Source: an optimization exercise on an open RTL-to-GDS flow (aim: small area, a short achievable clock period and few clock cycles per item). Production flows keep margins and buffers that such runs may drop. At most, simulation tests tie the RTL to the original design; equivalence was not proved. Power and IR drop assume default switching activity.

==> flow/design.v <==
module lpc_encoder
(
	input wire ACLK,
	input wire ARESET_N,
	input wire[15:0] TDATA,
	input wire TVALID,
	input wire TLAST,
	input wire TUSER,
	output wire TREADY,
	output wire OUT_VALID,
	output wire OUT_LAST,
	output wire OUT_USER,
	output wire [79:0] OUT_DATA,
	input wire OUT_READY
);
	reg [63:0] data_reg;
	reg [7:0]  pv_reg;
	reg [7:0]  ph_reg;
	reg        user_reg, last_reg;
	reg [1:0]  cnt_reg;            
	reg        valid_reg;
	wire       acc   = TVALID & TREADY;
	wire       first = TUSER | (cnt_reg == 2'd0);
	wire       done  = ~TUSER & (cnt_reg == 2'd3);
	wire [7:0] hi    = TDATA[15:8];
	wire [7:0] lo    = TDATA[7:0];
	always @(posedge ACLK or negedge ARESET_N) begin
		if (~ARESET_N) begin
			cnt_reg   <= 2'd0;
			valid_reg <= 1'b0;
		end else begin
			if (acc)
				cnt_reg <= first ? 2'd1 : cnt_reg + 2'd1;
			valid_reg <= (acc & done) | (valid_reg & ~OUT_READY);
		end
	end
	always @(posedge ACLK) begin
		if (acc) begin
			data_reg <= {lo, hi, data_reg[63:16]};
			pv_reg   <= {^lo, ^hi, pv_reg[7:2]};
			ph_reg   <= (first ? 8'd0 : ph_reg) ^ hi ^ lo;
			user_reg <= first ? TUSER : user_reg;
			last_reg <= (first ? 1'b0 : last_reg) | TLAST;
		end
	end
	assign TREADY    = ~valid_reg | OUT_READY;
	assign OUT_VALID = valid_reg;
	assign OUT_DATA  = {ph_reg, pv_reg, data_reg};
	assign OUT_USER  = user_reg;
	assign OUT_LAST  = last_reg;
endmodule
clock: 5.0 ns
lec_check: 0
cap_margin: 20
core_margin: 2
core_utilization: 75
setup_slack_margin: 2.9
slew_margin: 20
standard.sh (not shown) runs the stock make flow with config.mk's settings and CLKGATE_MAP_FILE= SYNTH_SCRIPT=/design/flow/synth_recipe.tcl, a recipe that flattens the netlist after the stock synthesis.
==> flow/flow/run.sh <==
#!/bin/bash
set -euo pipefail
export BUFFER_PORTS_ARGS="-buffer_cell sky130_fd_sc_hd__buf_1"
bash standard.sh > standard_flow.log 2>&1
The baseline aborted during detailed placement (3_5_place_dp).
Rerun with:
--- a/flow/config.mk
+++ b/flow/config.mk
@@ -9,3 +9,3 @@
 export CORE_MARGIN = 2
-export CORE_UTILIZATION = 75
+export CORE_UTILIZATION = 60
 export SETUP_SLACK_MARGIN = 2.9
What happened: Now the flow finished with timing, DRC and antenna clean; synthesized area does not change; synthesized cell count is unchanged.
No functional check of the RTL was part of any run of this note.

========
amber:
lpc_encoder, a different RTL version from the one above (not shown whole).
Size: roughly 85 flip-flops, roughly 110 I/O pins, ~3000 um^2 of cells after synthesis.
==> flow/config.mk <==
export PLATFORM = sky130hd
export DESIGN_NAME = lpc_encoder
export DESIGN_NICKNAME = lpc_encoder
export VERILOG_FILES = /design/flow/design.v
export SDC_FILE = /design/flow/constraint.sdc
export NUM_CORES = 4
export LEC_CHECK = 0
export CAP_MARGIN = 20
export CORE_MARGIN = 2
export CORE_UTILIZATION = 65
export CTS_BUF_LIST = sky130_fd_sc_hd__clkbuf_16
export CTS_CLUSTER_DIAMETER = 200
export CTS_CLUSTER_SIZE = 50
export SETUP_SLACK_MARGIN = 2.9
export SLEW_MARGIN = 20
==> flow/constraint.sdc <==
create_clock -name core_clock -period 5.0 [get_ports {ACLK}]
set_input_delay 1.0000 -clock core_clock [delete_from_list [all_inputs] [get_ports {ACLK}]]
set_output_delay 1.0000 -clock core_clock [all_outputs]
set_load 0.01 [all_outputs]
Scripts as last shown in full above: flow/flow/run.sh
Testbench counts of amber, summed over its fixed seeds: cycles 12,808, items 3,200.
The inputs of ember differ from those of amber as listed below.
Settings: SETUP_SLACK_MARGIN removed (was 2.9); CTS_CLUSTER_SIZE removed (was 50); CTS_BUF_LIST removed (was sky130_fd_sc_hd__clkbuf_16); CORE_UTILIZATION changed from 65 to 40; CTS_CLUSTER_DIAMETER removed (was 200).
==> flow/run.sh (new file) <==
#!/bin/bash
# synth_recipe.tcl (not shown) runs the flow's synth.tcl, then flattens the netlist and writes it again
# the make line also repeats each setting of config.mk as NAME=value (left out here)
make -C /OpenROAD-flow-scripts/flow DESIGN_CONFIG=/design/flow/config.mk WORK_HOME=/design/flow/orfs CLKGATE_MAP_FILE= SYNTH_SCRIPT=/design/flow/synth_recipe.tcl finish
removed: flow/flow/run.sh
removed: flow/standard.sh
### Flow results
amber completed every stage of the flow, and the final layout passed the timing, design-rule and antenna checks. ember completed every stage of the flow, and the final layout passed the timing, design-rule and antenna checks. From amber to ember the numbers moved as follows: setup slack after layout now smaller; routed wire length now larger. The worst hold-check path type comes out in2async in one run and reg2reg in the other, namely in amber and ember respectively. Proportion of synthesized flip-flops having asynchronous set or reset came out exactly the same in ember and amber. Between ember and amber, it is ember whose fraction of area in non-clock buffers is higher, by 13 points. For the switching power, ember came in 2.1% lower than amber did.
Relative to ember, the following input files were edited for onyx:
Settings: a change of CORE_UTILIZATION from 40 to 70; an added SETUP_SLACK_MARGIN of 2.9.
==> flow/flow/run.sh (new file) <==
#!/bin/bash
set -euo pipefail
export BUFFER_PORTS_ARGS="-buffer_cell sky130_fd_sc_hd__buf_1"
bash standard.sh > standard_flow.log 2>&1
==> flow/standard.sh (new file) <==
#!/bin/bash
# synth_recipe.tcl (not shown) runs the flow's synth.tcl, then flattens the netlist and writes it again
# the make line also repeats each setting of config.mk as NAME=value (left out here)
make -C /OpenROAD-flow-scripts/flow DESIGN_CONFIG=/design/flow/config.mk WORK_HOME=/design/flow/orfs CLKGATE_MAP_FILE= SYNTH_SCRIPT=/design/flow/synth_recipe.tcl "${@:-finish}"
removed: flow/run.sh
### Flow results
- ember completed; timing, DRC and antenna clean
- The flow did not stop early for onyx: all stages ran, and the layout cleared the timing, design-rule and antenna checks.
- Worst hold-check path type: reg2reg -> ember, in2async -> onyx
- Compared with ember, onyx shows a lower die span in x.
- [compare] base=ember new=onyx: die extent in y decreased 23%; sequential power essentially unchanged; core utilization increased 30 points.
- ember reports its slowest cell on the critical path as sky130_fd_sc_hd__clkdlybuf4s50_1 while onyx reports sky130_fd_sc_hd__nand2b_4.
- Compare onyx and ember | global-route usage lower: ember
- Relative to ember, the via count measured on onyx has increased by more than 10%.
- ember → onyx: power now smaller; fraction of area in clock buffers and inverters now larger; actual transition at the worst max-transition pin now smaller; combinational fraction of design power now smaller.
Input-level comparison between harbor and onyx:
Settings: CORE_UTILIZATION: 70 -> 60.
==> comparison <==
Delta (harbor minus onyx): number of signal-net buffers in the layout up 1, number of clock buffers in the layout now sits higher, area growth from synthesis to layout increased by 0.80 points relative to the old numbers. harbor did not stop at any stage, and its layout met the timing, design-rule and antenna checks.
Setup changes, harbor to willow
Settings: setting CTS_CLUSTER_DIAMETER to 100 for the first time; setting CTS_CLUSTER_SIZE to 30 for the first time; changing CORE_UTILIZATION from 60 to 65.
==> notes.md <==
willow finished every stage and its layout cleared the timing, design-rule and antenna checks. For arrival time of the worst setup path, harbor and willow come out practically identical. The run with more setup slack is harbor; willow has less. Static power due to leakage, willow and harbor: higher on willow. Met2 wire length | willow above harbor. Sort willow and harbor by final instance area, ascending, and willow comes first. harbor consumes less power than willow. Sort willow and harbor by mean routed wirelength per cell, descending, and willow comes first. Relative to harbor, relative contribution of sequential cells to total power has gone down in willow. [willow vs harbor] effective utilization at floorplan: higher in willow.

========
Another version of the RTL of lpc_encoder (not shown whole).
Size: roughly 110 I/O pins.
Settings: LEC_CHECK=0, CAP_MARGIN=20, CORE_MARGIN=2, CORE_UTILIZATION=65, SETUP_SLACK_MARGIN=2.8, SLEW_MARGIN=20; clock period 5.0 ns.
==> flow/flow/run.sh <==
#!/bin/bash
set -euo pipefail
export BUFFER_PORTS_ARGS="-buffer_cell sky130_fd_sc_hd__buf_1"
export CTS_ARGS="-sink_clustering_enable -repair_clock_nets -dont_use_dummy_load -root_buf sky130_fd_sc_hd__clkbuf_8 -buf_list sky130_fd_sc_hd__clkbuf_4"
bash standard.sh > standard_flow.log 2>&1
Testbench counts at the start, summed over its fixed seeds: cycles 12,808, items 3,200.
Rerun with:
==> flow/flow/run.sh (replaced) <==
#!/bin/bash
set -euo pipefail
export BUFFER_PORTS_ARGS="-buffer_cell sky130_fd_sc_hd__buf_1"
export CTS_ARGS="-sink_clustering_enable -repair_clock_nets -dont_use_dummy_load -sink_clustering_size 30 -sink_clustering_max_diameter 120"
bash standard.sh > standard_flow.log 2>&1
SETUP_SLACK_MARGIN = 3.0   (was 2.8)
Effect: The changed run passed the timing, design-rule and antenna checks; clock skew drops by 0.0032 ns; setup slack degrades by 0.0034 ns; count of clock-buffer cells in the layout stays the same; total power is about the same; final area grows by 1.2%; synthesized area is unchanged; first-iteration DRC count shrinks by 21%; final cell count goes up by 0.65%; die area stays the same; synthesized cell count stays the same.
Rerun with:
SETUP_SLACK_MARGIN = 3.15   (was 3.0)
Result: The changed run ended with an error in global routing; synthesized area stays the same; synthesized cell count is unchanged.
Rerun with:
SETUP_SLACK_MARGIN = 2.8   (was 3.15)
=> This time the run completed without violations. Synthesized cell count stays the same. Synthesized area is unchanged.

========
garnet:
lpc_encoder, a different RTL version from the one above (not shown whole).
Size: roughly 200 cells after synthesis, about 110 flip-flops.
clock: 5.0 ns
lec_check: 0
cap_margin: 20
core_margin: 2
core_utilization: 40
setup_slack_margin: 3.2
slew_margin: 20
==> flow/flow/run.sh <==
#!/bin/bash
set -euo pipefail
export BUFFER_PORTS_ARGS="-buffer_cell sky130_fd_sc_hd__buf_1"
bash standard.sh > standard_flow.log 2>&1
## Diff of input files: yarrow against garnet
==> flow/run.sh (new file) <==
#!/bin/bash
# synth_recipe.tcl (not shown) runs the flow's synth.tcl, then flattens the netlist and writes it again
# the make line also repeats each setting of config.mk as NAME=value (left out here)
make -C /OpenROAD-flow-scripts/flow DESIGN_CONFIG=/design/flow/config.mk WORK_HOME=/design/flow/orfs CLKGATE_MAP_FILE= SYNTH_SCRIPT=/design/flow/synth_recipe.tcl finish
removed: flow/flow/run.sh
removed: flow/standard.sh
[summary]
Going from garnet to yarrow, leakage power summed over all cells grew by a little under 10%.
Going from garnet to yarrow, maximum frequency saw little to no change, register share of total power shows a reduction of 0.9 points.
Diff garnet..yarrow | initial core utilization | unchanged
Function was not checked in any run of this note: the RTL went through the layout flow alone.

-- static timing again, ports no longer ideal --
The flow's constraints put no driver on any port. The routed layouts listed below were extracted and timed again, unchanged, in two steps.
Step 1, drivers: a clkbuf_16 drives ACLK and a buf_2 each remaining input, both assumed.
Step 2 times the ports against the registers' clock, not the clock port: input delays grow and output delays shrink by t, the midpoint of the rising clock arrivals with the driver on.
a / b / c = no drivers / after step 1 / after step 2; a / b = the first two.
run	shift t [ns]	setup WS [ns]	worst register clock-pin slew, ns	worst data-port slew with drivers (ns)
the second run of note 1	0.363	2.671 / 2.653 / 2.640	0.09 / 0.09	0.04
amber	0.348	2.667 / 2.641 / 2.641	0.06 / 0.06	0.04
ember	0.376	1.879 / 1.853 / 1.853	0.09 / 0.09	0.04
onyx	0.382	2.658 / 2.616 / 2.561	0.08 / 0.08	0.05
harbor	0.359	2.674 / 2.650 / 2.650	0.08 / 0.08	0.03
willow	0.359	2.664 / 2.638 / 2.606	0.08 / 0.08	0.04
the first run of note 3	0.357	2.797 / 2.755 / 2.564	0.08 / 0.08	0.05
the second run of note 3	0.361	2.793 / 2.744 / 2.701	0.08 / 0.08	0.06
the fourth run of note 3	0.357	2.797 / 2.755 / 2.564	0.08 / 0.08	0.05
garnet	0.392	2.895 / 2.866 / 2.656	0.10 / 0.10	0.05
yarrow	0.383	2.893 / 2.862 / 2.627	0.10 / 0.10	0.05
After both steps setup and hold are still met in every run listed. For yarrow, which loses most, drivers alone change the setup slack by -0.031 ns; drivers and shift together by -0.266 ns.
